Source: an optimization exercise on an open RTL-to-GDS flow (aim: small area and a short achievable clock period). Production flows keep margins and buffers that such runs may drop.
The RTL was checked by simulation tests, not by an equivalence proof against the original design.

v33:
## Pipeline_1
module Pipeline_1(
input clk,rst,
input [7:0]a,b,c,d,
output [7:0]out
    );
  wire nd1 = ~d[0];
  wire nd2 = ~d[1];
  wire nd3 = ~d[2];
  wire nd4 = ~d[3];
  wire nd5 = ~d[4];
  wire nd6 = ~d[5];
  wire nd7 = ~d[6];
  wire nd8 = ~d[7];
  wire g9 = a[0] & b[0];
  wire g10 = a[1] & b[1];
  wire g11 = a[2] & b[2];
  wire g12 = a[3] & b[3];
  wire g13 = a[4] & b[4];
  wire g14 = a[5] & b[5];
  wire g15 = a[6] & b[6];
  wire g16 = a[7] & b[7];
  wire x17 = a[0] ^ b[0];
  wire x18 = a[1] ^ b[1];
  wire x19 = a[2] ^ b[2];
  wire x20 = a[3] ^ b[3];
  wire x21 = a[4] ^ b[4];
  wire x22 = a[5] ^ b[5];
  wire x23 = a[6] ^ b[6];
  wire x24 = a[7] ^ b[7];
  wire G25 = g10 | (x18 & g9);
  wire P26 = x18 & x17;
  wire G27 = g12 | (x20 & g11);
  wire P28 = x20 & x19;
  wire G29 = g11 | (x19 & G25);
  wire P30 = x19 & P26;
  wire G31 = G27 | (P28 & G25);
  wire P32 = P28 & P26;
  wire G33 = g14 | (x22 & g13);
  wire P34 = x22 & x21;
  wire G35 = g16 | (x24 & g15);
  wire P36 = x24 & x23;
  wire G37 = g15 | (x23 & G33);
  wire P38 = x23 & P34;
  wire G39 = G35 | (P36 & G33);
  wire P40 = P36 & P34;
  wire G41 = g13 | (x21 & G31);
  wire P42 = x21 & P32;
  wire G43 = G33 | (P34 & G31);
  wire P44 = P34 & P32;
  wire G45 = G37 | (P38 & G31);
  wire P46 = P38 & P32;
  wire G47 = G39 | (P40 & G31);
  wire P48 = P40 & P32;
  wire s49 = x18 ^ g9;
  wire s50 = x19 ^ G25;
  wire s51 = x20 ^ G29;
  wire s52 = x21 ^ G31;
  wire s53 = x22 ^ G41;
  wire s54 = x23 ^ G43;
  wire s55 = x24 ^ G45;
  wire g56 = c[0] & nd1;
  ...
For scale: roughly 1300 cells after synthesis, roughly 75 flip-flops.
Settings: LEC_CHECK=0, ABC_AREA=1, CAP_MARGIN=20, CORE_MARGIN=2, CORE_UTILIZATION=60, CTS_BUF_LIST=sky130_fd_sc_hd__clkbuf_8, SLEW_MARGIN=20, SYNTH_HIERARCHICAL=1, SYNTH_MINIMUM_KEEP_SIZE=0; clock period 36.0 ns.
standard.sh (not shown) runs the stock make flow with config.mk's settings and CLKGATE_MAP_FILE= SYNTH_SCRIPT=/design/flow/synth_recipe.tcl, a recipe that flattens the netlist after the stock synthesis.
==> flow/flow/run.sh <==
#!/bin/bash
# Own flow: the standard layout (standard.sh, unchanged synthesis, floorplan,
# power grid, placement, CTS and routing), except that the port buffers that
# global placement inserts are plain sky130_fd_sc_hd__buf_2 cells instead of the
# default delay-cell buffers. make's full output goes to standard.log here; ORFS
# also keeps each step's own log under orfs/logs/.
set -euo pipefail
export BUFFER_PORTS_ARGS="-buffer_cell sky130_fd_sc_hd__buf_2"
bash standard.sh > standard.log 2>&1
v33 completed; timing, DRC and antenna clean
Relative to v33, the following input files were edited for v26:
==> flow/run.sh (new file) <==
#!/bin/bash
# synth_recipe.tcl (not shown) runs the flow's synth.tcl, then flattens the netlist and writes it again
# the make line also repeats each setting of config.mk as NAME=value (left out here)
make -C /OpenROAD-flow-scripts/flow DESIGN_CONFIG=/design/flow/config.mk WORK_HOME=/design/flow/orfs CLKGATE_MAP_FILE= SYNTH_SCRIPT=/design/flow/synth_recipe.tcl finish
removed: flow/flow/run.sh
removed: flow/standard.sh
Results
- Actual transition at the worst max-transition pin: v26 < v33
- Summary — fraction of area in clock buffers and inverters, v26 relative to v33: higher, by 0.49 points.
- | synthesis-to-finish area growth | lower: v33 |
- In the reports for v26 and v33, the larger utilization belongs to v26.
- Against v33, v26 reports a routing usage on met3 that is higher.
- Sort v26 and v33 by via count of the routed design, descending, and v26 comes first.
- In the reports for v26 and v33, the smaller minimum clock period belongs to v33.
> inputs changed (v26 -> v11)
Settings: CORE_UTILIZATION changed from 60 to 65.
==> flow/flow/run.sh (new file) <==
#!/bin/bash
# Own flow: the standard layout (standard.sh, unchanged synthesis, floorplan,
# power grid, placement, CTS and routing), except that the port buffers that
# global placement inserts are plain sky130_fd_sc_hd__buf_2 cells instead of the
# default delay-cell buffers. make's full output goes to standard.log here; ORFS
# also keeps each step's own log under orfs/logs/.
set -euo pipefail
export BUFFER_PORTS_ARGS="-buffer_cell sky130_fd_sc_hd__buf_2"
export SETUP_SLACK_MARGIN=25
bash standard.sh > standard.log 2>&1
==> flow/standard.sh (new file) <==
#!/bin/bash
# synth_recipe.tcl (not shown) runs the flow's synth.tcl, then flattens the netlist and writes it again
# the make line also repeats each setting of config.mk as NAME=value (left out here)
make -C /OpenROAD-flow-scripts/flow DESIGN_CONFIG=/design/flow/config.mk WORK_HOME=/design/flow/orfs CLKGATE_MAP_FILE= SYNTH_SCRIPT=/design/flow/synth_recipe.tcl "${@:-finish}"
removed: flow/run.sh
Results
The weighted congestion reported at the end of routability-driven placement of v11 is lower than that of v26.
For v11, the kind of critical path was reg2out, unlike v26, where it was reg2reg.
Against v26, routed wire length in v11 came out worse.
Comparing the two runs side by side, v11 comes out ahead of v26 on worst setup slack.
The period utilization number comes out lower for v11 vs v26.
v11: x dimension of the die is 3.8% lower than what v26 reported.
The final net count in v11 was higher than what v26 gave.
Relative to v26, first-pass GRT wire length has gone up in v11.
v11 vs. v26: cell area -about 1.1%.
For v26, the source of the critical timing path was R2_d[3]$_DFF_P_, unlike v11, where it was R3_d[1]$_DFF_P_.
Setup changes, v11 to v56
Settings: CORE_UTILIZATION: 65 -> 60.
diff --git a/flow/flow/run.sh b/flow/flow/run.sh
--- a/flow/flow/run.sh
+++ b/flow/flow/run.sh
@@ -8,3 +8,3 @@
 export BUFFER_PORTS_ARGS="-buffer_cell sky130_fd_sc_hd__buf_2"
-export SETUP_SLACK_MARGIN=25
+export SETUP_SLACK_MARGIN=25.5
 bash standard.sh > standard.log 2>&1
### Flow results
- Core utilization: v56 lower than v11
- Diff v11 -> v56: clock-buffer cell count fell by 2; global-route usage fell by 1.6 points; fmax rose by about 0.4%; non-filler instance count after layout rose by 26.
- Summary — total instance count after detailed placement, v56 relative to v11: higher, by 7.
- Compared with v11, v56 shows non-clock buffer count higher by 21%.
Input-level comparison between v42 and v56:
==> flow/flow/run.sh <==
#!/bin/bash
# Own flow: the standard layout (standard.sh, unchanged synthesis, floorplan,
# power grid, placement, CTS and routing), except that the port buffers that
# global placement inserts are plain sky130_fd_sc_hd__buf_1 cells instead of the
# default delay-cell buffers. make's full output goes to standard.log here; ORFS
# also keeps each step's own log under orfs/logs/.
set -euo pipefail
export BUFFER_PORTS_ARGS="-buffer_cell sky130_fd_sc_hd__buf_1"
export SETUP_SLACK_MARGIN=25
bash standard.sh > standard.log 2>&1
- Time the final worst path needs with I/O delays and setup (v42 over v56): increase, 0.024 ns
- Looking at setup slack, v42 sits 0.024 ns below v56.
- Cell count in v42 is 22 lower than in v56
- [v42] layout overhead on the synthesized area fell 3.5 points relative to v56

[what the ideal ports hide]
In the flow no input, the clock included, has a driving cell. The finished layouts below were timed again as built, in two steps. Step 1 sets driving cells, clkbuf_16 on the clock port and buf_2 on the other inputs (assumed; they add their load-dependent delay and slew). Step 2 times the ports against the registers' clock, not the clock port: input delays grow and output delays shrink by t, the midpoint of the rising clock arrivals with the driver on. Three values: no drivers, after step 1, after step 2; two values: the first two.
| run | t, ns | setup slack, ns | worst hold slack (ns) | worst setup path at the end | worst slew at a driven data input, ns |
|---|---|---|---|---|---|
| v33 | 0.395 | 25.512 / 25.512 / 25.512 | 0.330 / 0.330 / 0.330 | register to register | 0.03 |
| v26 | 0.402 | 25.483 / 25.483 / 25.483 | 0.332 / 0.332 / 0.332 | register to register | 0.05 |
| v11 | 0.405 | 26.128 / 26.091 / 26.272 | 0.333 / 0.333 / 0.333 | register to register | 0.04 |
| v56 | 0.396 | 26.167 / 26.133 / 26.487 | 0.330 / 0.330 / 0.330 | register to register | 0.03 |
| v42 | 0.396 | 26.143 / 26.107 / 26.338 | 0.329 / 0.329 / 0.329 | register to register | 0.03 |
After both steps every run listed still meets setup and hold.
